This is an optimization exercise on Yosys and OpenROAD, whose aim is small area, a short achievable clock period and few clock cycles, not a production implementation. No functional check of the RTL was part of any run shown here. Power and IR drop assume default switching activity.

==> flow/design.v <==
module adder(
    input clk,
    input reset,
    input [31:0] a,
    input [31:0] b,
    input available,
    input [4:0] exception_f,
    output [31:0] sum,
    output done
    );
    wire [7:0] ae = a[30:23];
    wire [7:0] be = b[30:23];
    wire [7:0] eg = ae & ~be;
    wire [7:0] ek = ae | ~be;
    wire eg0 = eg[1] | ((ek[1] & ae[0]) & ~be[0]);
    wire ep0 = ek[1] & ek[0];
    wire eg1 = eg[2] | ((ek[2] & ae[1]) & ~be[1]);
    wire ep1 = ek[2] & ek[1];
    wire eg2 = eg[3] | ((ek[3] & ae[2]) & ~be[2]);
    wire ep2 = ek[3] & ek[2];
    wire eg3 = eg[4] | ((ek[4] & ae[3]) & ~be[3]);
    wire ep3 = ek[4] & ek[3];
    wire eg4 = eg[5] | ((ek[5] & ae[4]) & ~be[4]);
    wire ep4 = ek[5] & ek[4];
    wire eg5 = eg[6] | ((ek[6] & ae[5]) & ~be[5]);
    wire ep5 = ek[6] & ek[5];
    wire eg6 = eg[7] | ((ek[7] & ae[6]) & ~be[6]);
    wire ep6 = ek[7] & ek[6];
    wire eg7 = eg1 | ((ep1 & ae[0]) & ~be[0]);
    wire ep7 = ep1 & ek[0];
    wire eg8 = eg2 | (ep2 & eg0);
    wire ep8 = ep2 & ep0;
    wire eg9 = eg3 | (ep3 & eg1);
    wire ep9 = ep3 & ep1;
    wire eg10 = eg4 | (ep4 & eg2);
    wire ep10 = ep4 & ep2;
    wire eg11 = eg5 | (ep5 & eg3);
    wire ep11 = ep5 & ep3;
    wire eg12 = eg6 | (ep6 & eg4);
    wire ep12 = ep6 & ep4;
    wire eg13 = eg9 | ((ep9 & ae[0]) & ~be[0]);
    wire ep13 = ep9 & ek[0];
    wire eg14 = eg10 | (ep10 & eg0);
    wire ep14 = ep10 & ep0;
    wire eg15 = eg11 | (ep11 & eg7);
    wire ep15 = ep11 & ep7;
    wire eg16 = eg12 | (ep12 & eg8);
    wire ep16 = ep12 & ep8;
    wire co = eg16;
    wire [7:0] d;
    assign d[0] = ae[0] ^ be[0];
    wire dx1 = co ? ~(eg[0] | ek[0]) : eg[0];
    assign d[1] = ae[1] ^ (be[1] ^ dx1);
    wire dx2 = co ? ~(eg0 | ep0) : eg0;
    assign d[2] = ae[2] ^ (be[2] ^ dx2);
    wire dx3 = co ? ~(eg7 | ep7) : eg7;
    assign d[3] = ae[3] ^ (be[3] ^ dx3);
    wire dx4 = co ? ~(eg8 | ep8) : eg8;
    assign d[4] = ae[4] ^ (be[4] ^ dx4);
    wire dx5 = co ? ~(eg13 | ep13) : eg13;
    assign d[5] = ae[5] ^ (be[5] ^ dx5);
    wire dx6 = co ? ~(eg14 | ep14) : eg14;
    assign d[6] = ae[6] ^ (be[6] ^ dx6);
    wire dx7 = co ? ~(eg15 | ep15) : eg15;
    assign d[7] = ae[7] ^ (be[7] ^ dx7);
    wire swap = ~co;
    wire [22:0] ma = swap ? b[22:0] : a[22:0];
    wire [22:0] mb = swap ? a[22:0] : b[22:0];
    wire big = (|d[7:5]) | (d[4] & d[3]) | (d[4] & d[2] & d[1] & d[0]);
    wire [23:0] x0 = {1'b1, mb};
    wire [3:0] s0;
    assign s0[0] = ~d[0] & ~d[1];
    assign s0[1] = d[0] & ~d[1];
    assign s0[2] = ~d[0] & d[1];
    assign s0[3] = d[0] & d[1];
    wire [23:0] x1;
    assign x1[0] = (s0[0] & x0[0]) | (s0[1] & x0[1]) | (s0[2] & x0[2]) | (s0[3] & x0[3]);
    assign x1[1] = (s0[0] & x0[1]) | (s0[1] & x0[2]) | (s0[2] & x0[3]) | (s0[3] & x0[4]);
    assign x1[2] = (s0[0] & x0[2]) | (s0[1] & x0[3]) | (s0[2] & x0[4]) | (s0[3] & x0[5]);
    assign x1[3] = (s0[0] & x0[3]) | (s0[1] & x0[4]) | (s0[2] & x0[5]) | (s0[3] & x0[6]);
    assign x1[4] = (s0[0] & x0[4]) | (s0[1] & x0[5]) | (s0[2] & x0[6]) | (s0[3] & x0[7]);
    assign x1[5] = (s0[0] & x0[5]) | (s0[1] & x0[6]) | (s0[2] & x0[7]) | (s0[3] & x0[8]);
    assign x1[6] = (s0[0] & x0[6]) | (s0[1] & x0[7]) | (s0[2] & x0[8]) | (s0[3] & x0[9]);
    assign x1[7] = (s0[0] & x0[7]) | (s0[1] & x0[8]) | (s0[2] & x0[9]) | (s0[3] & x0[10]);
    assign x1[8] = (s0[0] & x0[8]) | (s0[1] & x0[9]) | (s0[2] & x0[10]) | (s0[3] & x0[11]);
    assign x1[9] = (s0[0] & x0[9]) | (s0[1] & x0[10]) | (s0[2] & x0[11]) | (s0[3] & x0[12]);
    assign x1[10] = (s0[0] & x0[10]) | (s0[1] & x0[11]) | (s0[2] & x0[12]) | (s0[3] & x0[13]);
    assign x1[11] = (s0[0] & x0[11]) | (s0[1] & x0[12]) | (s0[2] & x0[13]) | (s0[3] & x0[14]);
    assign x1[12] = (s0[0] & x0[12]) | (s0[1] & x0[13]) | (s0[2] & x0[14]) | (s0[3] & x0[15]);
    assign x1[13] = (s0[0] & x0[13]) | (s0[1] & x0[14]) | (s0[2] & x0[15]) | (s0[3] & x0[16]);
    assign x1[14] = (s0[0] & x0[14]) | (s0[1] & x0[15]) | (s0[2] & x0[16]) | (s0[3] & x0[17]);
    assign x1[15] = (s0[0] & x0[15]) | (s0[1] & x0[16]) | (s0[2] & x0[17]) | (s0[3] & x0[18]);
    assign x1[16] = (s0[0] & x0[16]) | (s0[1] & x0[17]) | (s0[2] & x0[18]) | (s0[3] & x0[19]);
    assign x1[17] = (s0[0] & x0[17]) | (s0[1] & x0[18]) | (s0[2] & x0[19]) | (s0[3] & x0[20]);
    assign x1[18] = (s0[0] & x0[18]) | (s0[1] & x0[19]) | (s0[2] & x0[20]) | (s0[3] & x0[21]);
    assign x1[19] = (s0[0] & x0[19]) | (s0[1] & x0[20]) | (s0[2] & x0[21]) | (s0[3] & x0[22]);
    assign x1[20] = (s0[0] & x0[20]) | (s0[1] & x0[21]) | (s0[2] & x0[22]) | (s0[3] & x0[23]);
    assign x1[21] = (s0[0] & x0[21]) | (s0[1] & x0[22]) | (s0[2] & x0[23]);
    assign x1[22] = (s0[0] & x0[22]) | (s0[1] & x0[23]);
    assign x1[23] = (s0[0] & x0[23]);
    wire [1:0] s1;
    assign s1[0] = ~d[2];
    assign s1[1] = d[2];
    wire [23:0] x2;
    assign x2[0] = (s1[0] & x1[0]) | (s1[1] & x1[4]);
    assign x2[1] = (s1[0] & x1[1]) | (s1[1] & x1[5]);
    assign x2[2] = (s1[0] & x1[2]) | (s1[1] & x1[6]);
    assign x2[3] = (s1[0] & x1[3]) | (s1[1] & x1[7]);
    assign x2[4] = (s1[0] & x1[4]) | (s1[1] & x1[8]);
    assign x2[5] = (s1[0] & x1[5]) | (s1[1] & x1[9]);
    assign x2[6] = (s1[0] & x1[6]) | (s1[1] & x1[10]);
    assign x2[7] = (s1[0] & x1[7]) | (s1[1] & x1[11]);
    assign x2[8] = (s1[0] & x1[8]) | (s1[1] & x1[12]);
    assign x2[9] = (s1[0] & x1[9]) | (s1[1] & x1[13]);
    assign x2[10] = (s1[0] & x1[10]) | (s1[1] & x1[14]);
    assign x2[11] = (s1[0] & x1[11]) | (s1[1] & x1[15]);
    assign x2[12] = (s1[0] & x1[12]) | (s1[1] & x1[16]);
    assign x2[13] = (s1[0] & x1[13]) | (s1[1] & x1[17]);
    assign x2[14] = (s1[0] & x1[14]) | (s1[1] & x1[18]);
    assign x2[15] = (s1[0] & x1[15]) | (s1[1] & x1[19]);
    assign x2[16] = (s1[0] & x1[16]) | (s1[1] & x1[20]);
    assign x2[17] = (s1[0] & x1[17]) | (s1[1] & x1[21]);
    assign x2[18] = (s1[0] & x1[18]) | (s1[1] & x1[22]);
    assign x2[19] = (s1[0] & x1[19]) | (s1[1] & x1[23]);
    assign x2[20] = (s1[0] & x1[20]);
    assign x2[21] = (s1[0] & x1[21]);
    assign x2[22] = (s1[0] & x1[22]);
    assign x2[23] = (s1[0] & x1[23]);
    wire [1:0] s2;
    assign s2[0] = ~d[3];
    assign s2[1] = d[3];
    wire [23:0] x3;
    assign x3[0] = (s2[0] & x2[0]) | (s2[1] & x2[8]);
    assign x3[1] = (s2[0] & x2[1]) | (s2[1] & x2[9]);
    assign x3[2] = (s2[0] & x2[2]) | (s2[1] & x2[10]);
    assign x3[3] = (s2[0] & x2[3]) | (s2[1] & x2[11]);
    assign x3[4] = (s2[0] & x2[4]) | (s2[1] & x2[12]);
    assign x3[5] = (s2[0] & x2[5]) | (s2[1] & x2[13]);
    assign x3[6] = (s2[0] & x2[6]) | (s2[1] & x2[14]);
    assign x3[7] = (s2[0] & x2[7]) | (s2[1] & x2[15]);
    assign x3[8] = (s2[0] & x2[8]) | (s2[1] & x2[16]);
    assign x3[9] = (s2[0] & x2[9]) | (s2[1] & x2[17]);
    assign x3[10] = (s2[0] & x2[10]) | (s2[1] & x2[18]);
    assign x3[11] = (s2[0] & x2[11]) | (s2[1] & x2[19]);
    assign x3[12] = (s2[0] & x2[12]) | (s2[1] & x2[20]);
    assign x3[13] = (s2[0] & x2[13]) | (s2[1] & x2[21]);
    assign x3[14] = (s2[0] & x2[14]) | (s2[1] & x2[22]);
    assign x3[15] = (s2[0] & x2[15]) | (s2[1] & x2[23]);
    assign x3[16] = (s2[0] & x2[16]);
    assign x3[17] = (s2[0] & x2[17]);
    assign x3[18] = (s2[0] & x2[18]);
    assign x3[19] = (s2[0] & x2[19]);
    assign x3[20] = (s2[0] & x2[20]);
    assign x3[21] = (s2[0] & x2[21]);
    assign x3[22] = (s2[0] & x2[22]);
    assign x3[23] = (s2[0] & x2[23]);
    wire [1:0] s3;
    assign s3[0] = ~big & ~d[4];
    assign s3[1] = ~big & d[4];
    wire [23:0] sh;
    assign sh[0] = (s3[0] & x3[0]) | (s3[1] & x3[16]);
    assign sh[1] = (s3[0] & x3[1]) | (s3[1] & x3[17]);
    assign sh[2] = (s3[0] & x3[2]) | (s3[1] & x3[18]);
    assign sh[3] = (s3[0] & x3[3]) | (s3[1] & x3[19]);
    assign sh[4] = (s3[0] & x3[4]) | (s3[1] & x3[20]);
    assign sh[5] = (s3[0] & x3[5]) | (s3[1] & x3[21]);
    assign sh[6] = (s3[0] & x3[6]) | (s3[1] & x3[22]);
    assign sh[7] = (s3[0] & x3[7]) | (s3[1] & x3[23]);
    assign sh[8] = (s3[0] & x3[8]);
    assign sh[9] = (s3[0] & x3[9]);
    assign sh[10] = (s3[0] & x3[10]);
    assign sh[11] = (s3[0] & x3[11]);
    assign sh[12] = (s3[0] & x3[12]);
    assign sh[13] = (s3[0] & x3[13]);
    assign sh[14] = (s3[0] & x3[14]);
    assign sh[15] = (s3[0] & x3[15]);
    assign sh[16] = (s3[0] & x3[16]);
    assign sh[17] = (s3[0] & x3[17]);
    assign sh[18] = (s3[0] & x3[18]);
    assign sh[19] = (s3[0] & x3[19]);
    assign sh[20] = (s3[0] & x3[20]);
    assign sh[21] = (s3[0] & x3[21]);
    assign sh[22] = (s3[0] & x3[22]);
    assign sh[23] = (s3[0] & x3[23]);
    reg swap_r;
    reg [23:0] sh_r;    
    reg [22:0] p;
    reg [22:0] g;
    always @(posedge clk) begin
       swap_r <= swap;
       p <= ma ^ sh[22:0];
       g <= ma & sh[22:0];
       sh_r[23] <= sh[23];
    end
    wire [7:0] ea = swap_r ? be : ae;
    wire z = sh_r[23];
    wire mg17 = g[1] | (p[1] & g[0]);
    wire mg18 = g[2] | (p[2] & g[1]);
    wire mp18 = p[2] & p[1];
    wire mg19 = g[3] | (p[3] & g[2]);
    wire mp19 = p[3] & p[2];
    wire mg20 = g[4] | (p[4] & g[3]);
    wire mp20 = p[4] & p[3];
    wire mg21 = g[5] | (p[5] & g[4]);
    wire mp21 = p[5] & p[4];
    wire mg22 = g[6] | (p[6] & g[5]);
    wire mp22 = p[6] & p[5];
    wire mg23 = g[7] | (p[7] & g[6]);
    wire mp23 = p[7] & p[6];
    wire mg24 = g[8] | (p[8] & g[7]);
    wire mp24 = p[8] & p[7];
    wire mg25 = g[9] | (p[9] & g[8]);
    wire mp25 = p[9] & p[8];
    wire mg26 = g[10] | (p[10] & g[9]);
    wire mp26 = p[10] & p[9];
    wire mg27 = g[11] | (p[11] & g[10]);
    wire mp27 = p[11] & p[10];
    wire mg28 = g[12] | (p[12] & g[11]);
    wire mp28 = p[12] & p[11];
    wire mg29 = g[13] | (p[13] & g[12]);
    wire mp29 = p[13] & p[12];
    wire mg30 = g[14] | (p[14] & g[13]);
    wire mp30 = p[14] & p[13];
    wire mg31 = g[15] | (p[15] & g[14]);
    wire mp31 = p[15] & p[14];
    wire mg32 = g[16] | (p[16] & g[15]);
    wire mp32 = p[16] & p[15];
    wire mg33 = g[17] | (p[17] & g[16]);
    wire mp33 = p[17] & p[16];
    wire mg34 = g[18] | (p[18] & g[17]);
    wire mp34 = p[18] & p[17];
    wire mg35 = g[19] | (p[19] & g[18]);
    wire mp35 = p[19] & p[18];
    wire mg36 = g[20] | (p[20] & g[19]);
    wire mp36 = p[20] & p[19];
    wire mg37 = g[21] | (p[21] & g[20]);
    wire mp37 = p[21] & p[20];
    wire mg38 = g[22] | (p[22] & g[21]);
    wire mp38 = p[22] & p[21];
    wire mg39 = mg18 | (mp18 & g[0]);
    wire mg40 = mg19 | (mp19 & mg17);
    wire mg41 = mg20 | (mp20 & mg18);
    wire mp41 = mp20 & mp18;
    wire mg42 = mg21 | (mp21 & mg19);
    wire mp42 = mp21 & mp19;
    wire mg43 = mg22 | (mp22 & mg20);
    wire mp43 = mp22 & mp20;
    wire mg44 = mg23 | (mp23 & mg21);
    wire mp44 = mp23 & mp21;
    wire mg45 = mg24 | (mp24 & mg22);
    wire mp45 = mp24 & mp22;
    wire mg46 = mg25 | (mp25 & mg23);
    wire mp46 = mp25 & mp23;
    wire mg47 = mg26 | (mp26 & mg24);
    wire mp47 = mp26 & mp24;
    wire mg48 = mg27 | (mp27 & mg25);
    wire mp48 = mp27 & mp25;
    wire mg49 = mg28 | (mp28 & mg26);
    wire mp49 = mp28 & mp26;
    wire mg50 = mg29 | (mp29 & mg27);
    wire mp50 = mp29 & mp27;
    wire mg51 = mg30 | (mp30 & mg28);
    wire mp51 = mp30 & mp28;
    wire mg52 = mg31 | (mp31 & mg29);
    wire mp52 = mp31 & mp29;
    wire mg53 = mg32 | (mp32 & mg30);
    wire mp53 = mp32 & mp30;
    wire mg54 = mg33 | (mp33 & mg31);
    wire mp54 = mp33 & mp31;
    wire mg55 = mg34 | (mp34 & mg32);
    wire mp55 = mp34 & mp32;
    wire mg56 = mg35 | (mp35 & mg33);
    wire mp56 = mp35 & mp33;
    wire mg57 = mg36 | (mp36 & mg34);
    wire mp57 = mp36 & mp34;
    wire mg58 = mg37 | (mp37 & mg35);
    wire mp58 = mp37 & mp35;
    wire mg59 = mg38 | (mp38 & mg36);
    wire mp59 = mp38 & mp36;
    wire mg60 = mg41 | (mp41 & g[0]);
    wire mg61 = mg42 | (mp42 & mg17);
    wire mg62 = mg43 | (mp43 & mg39);
    wire mg63 = mg44 | (mp44 & mg40);
    wire mg64 = mg45 | (mp45 & mg41);
    wire mp64 = mp45 & mp41;
    wire mg65 = mg46 | (mp46 & mg42);
    wire mp65 = mp46 & mp42;
    wire mg66 = mg47 | (mp47 & mg43);
    wire mp66 = mp47 & mp43;
    wire mg67 = mg48 | (mp48 & mg44);
    wire mp67 = mp48 & mp44;
    wire mg68 = mg49 | (mp49 & mg45);
    wire mp68 = mp49 & mp45;
    wire mg69 = mg50 | (mp50 & mg46);
    wire mp69 = mp50 & mp46;
    wire mg70 = mg51 | (mp51 & mg47);
    wire mp70 = mp51 & mp47;
    wire mg71 = mg52 | (mp52 & mg48);
    wire mp71 = mp52 & mp48;
    wire mg72 = mg53 | (mp53 & mg49);
    wire mp72 = mp53 & mp49;
    wire mg73 = mg54 | (mp54 & mg50);
    wire mp73 = mp54 & mp50;
    wire mg74 = mg55 | (mp55 & mg51);
    wire mp74 = mp55 & mp51;
    wire mg75 = mg56 | (mp56 & mg52);
    wire mp75 = mp56 & mp52;
    wire mg76 = mg57 | (mp57 & mg53);
    wire mp76 = mp57 & mp53;
    wire mg77 = mg58 | (mp58 & mg54);
    wire mp77 = mp58 & mp54;
    wire mg78 = mg59 | (mp59 & mg55);
    wire mp78 = mp59 & mp55;
    wire mg79 = mg64 | (mp64 & g[0]);
    wire mg80 = mg65 | (mp65 & mg17);
    wire mg81 = mg66 | (mp66 & mg39);
    wire mg82 = mg67 | (mp67 & mg40);
    wire mg83 = mg68 | (mp68 & mg60);
    wire mg84 = mg69 | (mp69 & mg61);
    wire mg85 = mg70 | (mp70 & mg62);
    wire mg86 = mg71 | (mp71 & mg63);
    wire mg87 = mg72 | (mp72 & mg64);
    wire mp87 = mp72 & mp64;
    wire mg88 = mg73 | (mp73 & mg65);
    wire mp88 = mp73 & mp65;
    wire mg89 = mg74 | (mp74 & mg66);
    wire mp89 = mp74 & mp66;
    wire mg90 = mg75 | (mp75 & mg67);
    wire mp90 = mp75 & mp67;
    wire mg91 = mg76 | (mp76 & mg68);
    wire mp91 = mp76 & mp68;
    wire mg92 = mg77 | (mp77 & mg69);
    wire mp92 = mp77 & mp69;
    wire mg93 = mg78 | (mp78 & mg70);
    wire mp93 = mp78 & mp70;
    wire mg94 = mg87 | (mp87 & g[0]);
    wire mg95 = mg88 | (mp88 & mg17);
    wire mg96 = mg89 | (mp89 & mg39);
    wire mg97 = mg90 | (mp90 & mg40);
    wire mg98 = mg91 | (mp91 & mg60);
    wire mg99 = mg92 | (mp92 & mg61);
    wire mg100 = mg93 | (mp93 & mg62);
    wire [23:0] t;
    assign t[0] = p[0];
    assign t[1] = p[1] ^ g[0];
    assign t[2] = p[2] ^ mg17;
    assign t[3] = p[3] ^ mg39;
    assign t[4] = p[4] ^ mg40;
    assign t[5] = p[5] ^ mg60;
    assign t[6] = p[6] ^ mg61;
    assign t[7] = p[7] ^ mg62;
    assign t[8] = p[8] ^ mg63;
    assign t[9] = p[9] ^ mg79;
    assign t[10] = p[10] ^ mg80;
    assign t[11] = p[11] ^ mg81;
    assign t[12] = p[12] ^ mg82;
    assign t[13] = p[13] ^ mg83;
    assign t[14] = p[14] ^ mg84;
    assign t[15] = p[15] ^ mg85;
    assign t[16] = p[16] ^ mg86;
    assign t[17] = p[17] ^ mg94;
    assign t[18] = p[18] ^ mg95;
    assign t[19] = p[19] ^ mg96;
    assign t[20] = p[20] ^ mg97;
    assign t[21] = p[21] ^ mg98;
    assign t[22] = p[22] ^ mg99;
    assign t[23] = mg100;
    wire c = t[23];
    wire norm = z | c;
    assign sum = norm ? {a[31], ea + 8'd1, z & c, t[22:1]} : {a[31], ea, t[22:0]};
    reg done_reg;
    always @(posedge clk or posedge reset) begin
       if (reset) done_reg <= 1'b0;
       else done_reg <= available;
    end
    assign done = done_reg;
endmodule
==> flow/flow/run.sh <==
#!/bin/bash
# Standard layout, with the I/O port buffers made from a plain buffer cell
# instead of the delay cell the resizer picks by default.
export BUFFER_PORTS_ARGS="-buffer_cell sky130_fd_sc_hd__buf_1"
bash standard.sh > standard.log 2>&1
==> flow/standard.sh <==
#!/bin/bash
# synth_recipe.tcl (not shown) runs the flow's synth.tcl, then flattens the netlist and writes it again
# the make line also repeats each setting of config.mk as NAME=value (left out here)
make -C /OpenROAD-flow-scripts/flow DESIGN_CONFIG=/design/flow/config.mk WORK_HOME=/design/flow/orfs CLKGATE_MAP_FILE= SYNTH_SCRIPT=/design/flow/synth_recipe.tcl "${@:-finish}"
==> flow/config.mk <==
export PLATFORM = sky130hd
export DESIGN_NAME = adder
export DESIGN_NICKNAME = adder
export VERILOG_FILES = /design/flow/design.v
export SDC_FILE = /design/flow/constraint.sdc
export NUM_CORES = 4
export LEC_CHECK = 0
export ABC_AREA = 1
export CAP_MARGIN = 20
export CORE_MARGIN = 2
export CORE_UTILIZATION = 40
export CTS_BUF_LIST = sky130_fd_sc_hd__clkbuf_4 sky130_fd_sc_hd__clkbuf_8
export SLEW_MARGIN = 20
==> flow/constraint.sdc <==
create_clock -name core_clock -period 4.0 [get_ports {clk}]
set_input_delay 0.8000 -clock core_clock [delete_from_list [all_inputs] [get_ports {clk}]]
set_output_delay 0.8000 -clock core_clock [all_outputs]
set_load 0.01 [all_outputs]
==> reports/results.tsv, run 1 <==
stage	metric	value	unit
status	status	timing/DRC/antenna clean	
synth	#FFs+latches synth	49	
clock_network	Num CTS Buffers	5	
place	placed instance count	1138	
synth	synthesized area per cell	5.75	µm²
global_route	initial antenna violation count	0	
sta	Slew @ Worst Pin	587	ps
setup_path	CP required	3200	ps
routing	DR vias/cell	4.98	
synth	syn nets	999	
sta	Final TNS setup	0	ps
global_route	vias in the first global route	5042	
setup_path	Startpoint Class	flop	
synth	number of synthesized flops with an enable pin	0	
synth	largest cells by area after synthesis	nand2_1 (25%), dfxtp_1 (19%), nand3_1 (7.9%)	
setup_path	critical path type	flop to output port	
routing	via count	5712	
floorplan	Core Region	0.0126	mm²
finish	biggest regs	g x23, p x23	
floorplan	row count	41	
synth	Synth Flop Type	dfxtp_1	
sta	Slew HR	60.4	%
synth	Synth top area share	25.3	%
clock_network	Setup Fix Bufs, Post-CTS	0	
global_route	GRT Util Overall	20.3	%
finish	register area	986	µm²
routing	WL/cell	12.3	µm
setup_path	crit path capture	sum[15]	
clock_network	PostCTS Resize Cnt	0	
floorplan	initial core utilization	40.9	%
synth	Yosys cell types	41	
place	placed inst area	0.00564	mm²
routing	DRC	0	
sta	f_max	273	MHz
synth	ys async rst share	2.04	%
synth	Post-Syn Instances	899	
clock_network	H-tree depth	2	
setup_path	crit path max fanout	3	
place	Post-DP HPWL	11400	µm
finish	multi-input logic area	0.00372	mm²
finish	Layout area overhead	10.9	%
clock_network	TritonCTS clock tree	built	
power	pwr dens	352	mW/mm²
place	IO Port Bufs	96	
sta	Final Hold Viols	0	
setup_path	crit path DAT	2860	ps
synth	post-synthesis sequential area ratio	19.1	%
clock_network	root buffer cell	clkbuf_8	
synth	Post-Syn Area	0.00517	mm²
routing	post-route ant nets	0	
floorplan	die area	0.0138	mm²
power	worst vdd ir	0.129	mV
routing	final wirelength	14000	µm
place	Final Wtd Congestion	0.896	
job	number of max-cap violations	0	
routing	DR iter-0 viols	375	
floorplan	Die Wd	118	µm
finish	nets@finish	1073	
floorplan	IO Pins	105	
routing	first-pass iteration count of the detailed router	5	
finish	cell area after layout	0.00573	mm²
clock_network	CTS Hold Bufs	0	
power	Pleak	3.03	nW
sta	Final Setup Violations	0	
setup_path	CP Capture Type	output port	
synth	Synth area leader	nand2_1	
global_route	first-pass GRT wire length	23900	µm
sta	RSZ-0062 raised after global routing	false	
finish	Finished Layout Cells	1146	
finish	fin util	45.4	%
clock_network	Worst-path clk slew	80	ps
synth	most frequent cells after synthesis	nand2_1 (348), nand3_1 (82), nor2_1 (63)	
global_route	largest net degree at the start of global routing	39	
sta	max-slew violations	0	
worst_hold_path	Hold Path Class	input pin to asynchronous set/reset pin	
synth	YS warnings	1	
clock_network	CTS Buffer Depth	2	
global_route	GR Overflow Total	0	
synth	count leader, synth	nand2_1	
finish	Diodes inserted	0	
floorplan	Die Ht	118	µm
clock_network	clk sink count	49	
sta	crit share post-route	91.4	%
setup_path	Setup crit start	p[1]	
sta	Tmin final	3660	ps
finish	layout cell share with drive strength beyond 1	4.72	%
finish	# fillers	1440	
metal layers:
layer / vias up / GRT usage, % / part of all wire (%)
met5: - / 0 / 0
met4: 0 / 4.89 / 1.3
met3: 17 / 1.55 / 4.4
met2: 146 / 31.4 / 42
met1: 2465 / 30.4 / 52
li1: 3084 / - / -
worst max-delay path, stage by stage (launching register included):
cell	delay, ps
dfxtp_1	350
ha_1	150
nor2_1	50
o21ai_0	380
a21boi_0	220
o21ai_0	290
a21boi_0	210
o21bai_1	280
nand2_1	80
nand2_1	80
xor2_1	190
nand2_1	60
o21ai_0	70
buf_1	160
stage by stage:
step / hold slack (ps) / setup slack, ps / total power, mW
2_1_floorplan: 529 / 1050 / 1.45
3_3_place_gp: 605 / 298 / 1.75
3_5_place_dp: 610 / 286 / 1.75
4_1_cts: 297 / 260 / 2.02
5_1_grt: 305 / 18.5 / 2.23
6_report: 306 / 343 / 2.02
cells in the final DEF (no fill, tap or decap), drive strengths merged:
cell type,count
buf,111
nand3b,2
a21boi,3
clkbuf,6
a31oi,3
dfrtp,1
o21bai,3
o211a,1
nand4,38
xnor2,13
o21a,1
dfxtp,48
nor4,2
nor2,68
a21o,3
ha,28
or2,10
o21ai,65
a31o,1
nand2,352
mux2i,10
inv,65
o211ai,1
clkinv,3
xor2,13
nor3,8
a21oi,30
nand3,85
cell type report:
class                           count  area share (%)
Sequential cell                    49            17.2
Inverter                           66            4.32
Clock buffer                        6            1.33
Timing Repair Buffer              111            8.26
Tap cell                          172            3.76
Multi-Input combinational cell    740            64.9
Clock inverter                      2           0.175
power by group:
| group | internal (mW) | switching (mW) |
|---|---|---|
| Sequential | 0.552 | 0.0765 |
| Clock | 0.128 | 0.143 |
| Combinational | 0.372 | 0.746 |
kinds of logic after synthesis:
kind of cell	after synthesis	synth area share (%)
xor+xnor	26	4.55
compound gates	111	11.6
simple gates	565	47.1
flops	49	19.1
mux	10	1.94
buf+inv	110	8.91
fa+ha+maj	28	6.78
worst min path at each step:
stage	startpoint	to	slack [ps]	cells after the start
global route	reset	done_reg	300	2
CTS	reset	done_reg	300	2
global placement	reset	done_reg	610	2
detailed placement	reset	done_reg	610	2
finish	reset	done_reg	310	2
floorplan	reset	done_reg	530	1
==> run 2, diff against run 1 <==
--- a/flow/design.v
+++ b/flow/design.v
@@ -128,58 +128,32 @@
     assign x2[23] = (s1[0] & x1[23]);
-    wire [1:0] s2;
-    assign s2[0] = ~d[3];
-    assign s2[1] = d[3];
-    wire [23:0] x3;
-    assign x3[0] = (s2[0] & x2[0]) | (s2[1] & x2[8]);
-    assign x3[1] = (s2[0] & x2[1]) | (s2[1] & x2[9]);
-    assign x3[2] = (s2[0] & x2[2]) | (s2[1] & x2[10]);
-    assign x3[3] = (s2[0] & x2[3]) | (s2[1] & x2[11]);
-    assign x3[4] = (s2[0] & x2[4]) | (s2[1] & x2[12]);
-    assign x3[5] = (s2[0] & x2[5]) | (s2[1] & x2[13]);
-    assign x3[6] = (s2[0] & x2[6]) | (s2[1] & x2[14]);
-    assign x3[7] = (s2[0] & x2[7]) | (s2[1] & x2[15]);
-    assign x3[8] = (s2[0] & x2[8]) | (s2[1] & x2[16]);
-    assign x3[9] = (s2[0] & x2[9]) | (s2[1] & x2[17]);
-    assign x3[10] = (s2[0] & x2[10]) | (s2[1] & x2[18]);
-    assign x3[11] = (s2[0] & x2[11]) | (s2[1] & x2[19]);
-    assign x3[12] = (s2[0] & x2[12]) | (s2[1] & x2[20]);
-    assign x3[13] = (s2[0] & x2[13]) | (s2[1] & x2[21]);
-    assign x3[14] = (s2[0] & x2[14]) | (s2[1] & x2[22]);
-    assign x3[15] = (s2[0] & x2[15]) | (s2[1] & x2[23]);
-    assign x3[16] = (s2[0] & x2[16]);
-    assign x3[17] = (s2[0] & x2[17]);
-    assign x3[18] = (s2[0] & x2[18]);
-    assign x3[19] = (s2[0] & x2[19]);
-    assign x3[20] = (s2[0] & x2[20]);
-    assign x3[21] = (s2[0] & x2[21]);
-    assign x3[22] = (s2[0] & x2[22]);
-    assign x3[23] = (s2[0] & x2[23]);
-    wire [1:0] s3;
-    assign s3[0] = ~big & ~d[4];
-    assign s3[1] = ~big & d[4];
+    wire [3:0] s2;
+    assign s2[0] = ~big & ~d[3] & ~d[4];
+    assign s2[1] = ~big & d[3] & ~d[4];
+    assign s2[2] = ~big & ~d[3] & d[4];
+    assign s2[3] = ~big & d[3] & d[4];
     wire [23:0] sh;
-    assign sh[0] = (s3[0] & x3[0]) | (s3[1] & x3[16]);
-    assign sh[1] = (s3[0] & x3[1]) | (s3[1] & x3[17]);
-    assign sh[2] = (s3[0] & x3[2]) | (s3[1] & x3[18]);
-    assign sh[3] = (s3[0] & x3[3]) | (s3[1] & x3[19]);
-    assign sh[4] = (s3[0] & x3[4]) | (s3[1] & x3[20]);
-    assign sh[5] = (s3[0] & x3[5]) | (s3[1] & x3[21]);
-    assign sh[6] = (s3[0] & x3[6]) | (s3[1] & x3[22]);
-    assign sh[7] = (s3[0] & x3[7]) | (s3[1] & x3[23]);
-    assign sh[8] = (s3[0] & x3[8]);
-    assign sh[9] = (s3[0] & x3[9]);
-    assign sh[10] = (s3[0] & x3[10]);
-    assign sh[11] = (s3[0] & x3[11]);
-    assign sh[12] = (s3[0] & x3[12]);
-    assign sh[13] = (s3[0] & x3[13]);
-    assign sh[14] = (s3[0] & x3[14]);
-    assign sh[15] = (s3[0] & x3[15]);
-    assign sh[16] = (s3[0] & x3[16]);
-    assign sh[17] = (s3[0] & x3[17]);
-    assign sh[18] = (s3[0] & x3[18]);
-    assign sh[19] = (s3[0] & x3[19]);
-    assign sh[20] = (s3[0] & x3[20]);
-    assign sh[21] = (s3[0] & x3[21]);
-    assign sh[22] = (s3[0] & x3[22]);
-    assign sh[23] = (s3[0] & x3[23]);
+    assign sh[0] = (s2[0] & x2[0]) | (s2[1] & x2[8]) | (s2[2] & x2[16]);
+    assign sh[1] = (s2[0] & x2[1]) | (s2[1] & x2[9]) | (s2[2] & x2[17]);
+    assign sh[2] = (s2[0] & x2[2]) | (s2[1] & x2[10]) | (s2[2] & x2[18]);
+    assign sh[3] = (s2[0] & x2[3]) | (s2[1] & x2[11]) | (s2[2] & x2[19]);
+    assign sh[4] = (s2[0] & x2[4]) | (s2[1] & x2[12]) | (s2[2] & x2[20]);
+    assign sh[5] = (s2[0] & x2[5]) | (s2[1] & x2[13]) | (s2[2] & x2[21]);
+    assign sh[6] = (s2[0] & x2[6]) | (s2[1] & x2[14]) | (s2[2] & x2[22]);
+    assign sh[7] = (s2[0] & x2[7]) | (s2[1] & x2[15]) | (s2[2] & x2[23]);
+    assign sh[8] = (s2[0] & x2[8]) | (s2[1] & x2[16]);
+    assign sh[9] = (s2[0] & x2[9]) | (s2[1] & x2[17]);
+    assign sh[10] = (s2[0] & x2[10]) | (s2[1] & x2[18]);
+    assign sh[11] = (s2[0] & x2[11]) | (s2[1] & x2[19]);
+    assign sh[12] = (s2[0] & x2[12]) | (s2[1] & x2[20]);
+    assign sh[13] = (s2[0] & x2[13]) | (s2[1] & x2[21]);
+    assign sh[14] = (s2[0] & x2[14]) | (s2[1] & x2[22]);
+    assign sh[15] = (s2[0] & x2[15]) | (s2[1] & x2[23]);
+    assign sh[16] = (s2[0] & x2[16]);
+    assign sh[17] = (s2[0] & x2[17]);
+    assign sh[18] = (s2[0] & x2[18]);
+    assign sh[19] = (s2[0] & x2[19]);
+    assign sh[20] = (s2[0] & x2[20]);
+    assign sh[21] = (s2[0] & x2[21]);
+    assign sh[22] = (s2[0] & x2[22]);
+    assign sh[23] = (s2[0] & x2[23]);
     reg swap_r;
--- a/flow/config.mk
+++ b/flow/config.mk
@@ -12,2 +12,3 @@
 export CTS_BUF_LIST = sky130_fd_sc_hd__clkbuf_4 sky130_fd_sc_hd__clkbuf_8
+export SETUP_SLACK_MARGIN = 0.75
 export SLEW_MARGIN = 20
==> run 2 against run 1 <==
Combinational power increased by 11%. Die area increased by 5.0%. Sequential share of layout area decreased by 1.7 points. Worst hold slack got worse by 13 ps. Final area increased by 13%. Largest cell class unchanged.
==> reports/results.tsv, run 2 <==
stage	metric	value	unit
floorplan	Die Ht	121	µm
floorplan	Die Wd	121	µm
worst_hold_path	Hold Path Class	input pin to asynchronous set/reset pin	
clock_network	CTS Hold Bufs	0	
sta	max-slew violations	0	
finish	cell area after layout	0.00649	mm²
setup_path	critical path type	flop to output port	
routing	post-route ant nets	0	
floorplan	row count	42	
place	Final Wtd Congestion	0.978	
floorplan	die area	0.0145	mm²
routing	DR vias/cell	5.14	
power	pwr dens	335	mW/mm²
synth	Post-Syn Instances	934	
floorplan	Core Region	0.0132	mm²
synth	Post-Syn Area	0.00544	mm²
clock_network	root buffer cell	clkbuf_8	
synth	synthesized area per cell	5.82	µm²
global_route	vias in the first global route	5351	
routing	DR iter-0 viols	461	
place	placed inst area	0.00588	mm²
synth	Synth area leader	nand2_1	
routing	DRC	0	
clock_network	clk sink count	49	
synth	Synth top area share	23.9	%
place	IO Port Bufs	96	
sta	Slew @ Worst Pin	765	ps
clock_network	CTS Buffer Depth	2	
synth	Adder-Cell Fraction of Synth Area	6.45	%
synth	Synth Flop Type	dfxtp_1	
synth	YS warnings	1	
synth	count leader, synth	nand2_1	
global_route	GR Overflow Total	0	
floorplan	IO Pins	105	
synth	ys async rst share	2.04	%
finish	Layout area overhead	19.4	%
power	Pleak	3.35	nW
sta	Slew HR	48.4	%
setup_path	crit path DAT	2480	ps
synth	compound-cell area share of the yosys netlist	10.9	%
clock_network	Worst-path clk slew	80	ps
finish	layout cell share with drive strength beyond 1	18.2	%
finish	most common cell after layout, fill and taps aside	nand2_1	
setup_path	CP required	3200	ps
global_route	GRT Util Overall	21.8	%
synth	XOR/XNOR share of the synthesized area	3.22	%
synth	largest cells by area after synthesis	nand2_1 (24%), dfxtp_1 (18%), nand3_1 (11%)	
synth	multiplexer area fraction after synthesis	0	%
synth	post-synthesis sequential area ratio	18.1	%
global_route	initial antenna violation count	0	
synth	number of synthesized flops with an enable pin	0	
synth	#FFs+latches synth	49	
setup_path	CP Capture Type	output port	
sta	RSZ-0062 raised after global routing	true	
status	status	timing/DRC/antenna clean	
sta	Tmin final	3280	ps
synth	Synth Area in Simple Gates	51.5	%
place	Post-DP HPWL	12900	µm
sta	f_max	305	MHz
synth	Yosys cell types	46	
sta	Final Hold Viols	0	
sta	crit share post-route	82.0	%
synth	main combinational cell family by area after synthesis	simple AND/OR/NAND/NOR gates	
global_route	first-pass GRT wire length	26000	µm
routing	final wirelength	16900	µm
clock_network	Num CTS Buffers	5	
global_route	largest net degree at the start of global routing	41	
setup_path	crit path max fanout	4	
synth	syn nets	1034	
sta	Final Setup Violations	0	
finish	nets@finish	1133	
clock_network	TritonCTS clock tree	built	
finish	biggest regs	g x23, p x23	
routing	via count	6217	
clock_network	H-tree depth	2	
sta	Final TNS setup	0	ps
setup_path	Startpoint Class	flop	
finish	Diodes inserted	0	
finish	commonest cells after routing, fill and taps aside	nand2_1 (336), nand3_1 (117), buf_1 (71)	
job	number of max-cap violations	0	
routing	first-pass iteration count of the detailed router	5	
power	worst vdd ir	0.142	mV
synth	most frequent cells after synthesis	nand2_1 (346), nand3_1 (118), inv_1 (59)	
routing	WL/cell	14.0	µm
floorplan	initial core utilization	41.0	%
==> run 2: cell families after synthesis <==
family	count (synthesis)
simple gates	613
buf+inv	118
compound gates	106
flops	49
fa+ha+maj	28
xor+xnor	20
==> run 2: report_power, final <==
part           internal (mW)  switching (mW)
Combinational          0.447           0.797
Sequential             0.562          0.0862
Clock                  0.130           0.154
==> run 2: through the flow <==
step,worst slack [ps],std cells,util [%],power [mW],hold WS (ps)
floorplan,1270,934,-,1.45,529
global placement,385,1176,44.4,1.74,606
detailed placement,345,1176,44.4,1.75,613
CTS,665,1187,45.5,2.04,286
global route,575,1210,49.0,2.37,295
finish,719,1210,49.0,2.18,293
==> run 2: worst max path at each step <==
stage | from | to | slack [ps] | depth (start not counted)
after CTS | g[0] | sum[15] | 660 | 14
final | g[1] | sum[28] | 720 | 16
after floorplan | a[23] | sum[30] | 1270 | 8
after global placement | a[26] | p[0] | 380 | 17
after detailed placement | a[23] | p[0] | 350 | 19
after global routing | g[1] | sum[28] | 580 | 16
==> run 2: timing repair <==
item | in CTS | in global routing
resized for setup | 12 | 120
pin swaps | 3 | 18
gates cloned | 1 | 4
endpoints found under the hold margin | 0 | 0
endpoints found under the setup margin | 47 | 73
buffers inserted | 2 | 19
==> run 2: per-layer routing <==
layer | vias to the layer above | wire, µm | GRT usage [%]
li1 | 3257 | - | -
met1 | 2796 | 8190 | 32.3
met2 | 133 | 7630 | 34.4
met3 | 31 | 588 | 0.755
met4 | 0 | 503 | 6.32
met5 | - | 0 | 0
==> run 2: final cells by class <==
cell class              instances  area [µm²]
clock buffers                   6        76.3
clock inverters                 2        15.0
multi-input cells             769        4110
flip-flops and latches         49        1000
repair inverters                3        31.3
fillers                      1439        6750
well taps                     176         220
repair buffers                129         724
inverters                      76         305
==> run 2: worst max-delay path, stage by stage (launching register included) <==
cell,delay [ps]
dfxtp_4,360
a21oi_4,160
nand2_2,90
a21boi_2,180
o21bai_2,120
a21oi_2,200
o21bai_2,110
nand2_1,80
nand2_2,70
nor2_4,200
buf_12,170
buf_12,110
inv_8,40
nand2_2,40
nand2_1,50
nand2_1,80
buf_2,120

[re-timing with driven ports]
How much do the figures lean on ideal ports? The routed layouts below were timed once more, with nothing changed but the port constraints. Step 1 assumes that a clkbuf_16 drives the clock port and a buf_2 every other input. Step 2 times the ports against the registers' clock, not the clock port: input delays grow and output delays shrink by t, the midpoint of the rising clock arrivals with the driver on. a / b / c = no drivers / after step 1 / after step 2; a / b = the first two.
run	t, ns	setup WS [ns]	worst hold slack (ns)	worst slew at a driven data input, ns	cell pins on the clock port's net
run 1	0.314	0.343 / 0.314 / 0.248	0.306 / 0.297 / 0.611	0.06	1
run 2	0.320	0.719 / 0.693 / 0.650	0.293 / 0.286 / 0.606	0.06	1
After both steps every run listed still meets setup and hold. For run 1, which loses most, drivers alone change the setup slack by -0.029 ns; drivers and shift together by -0.095 ns.
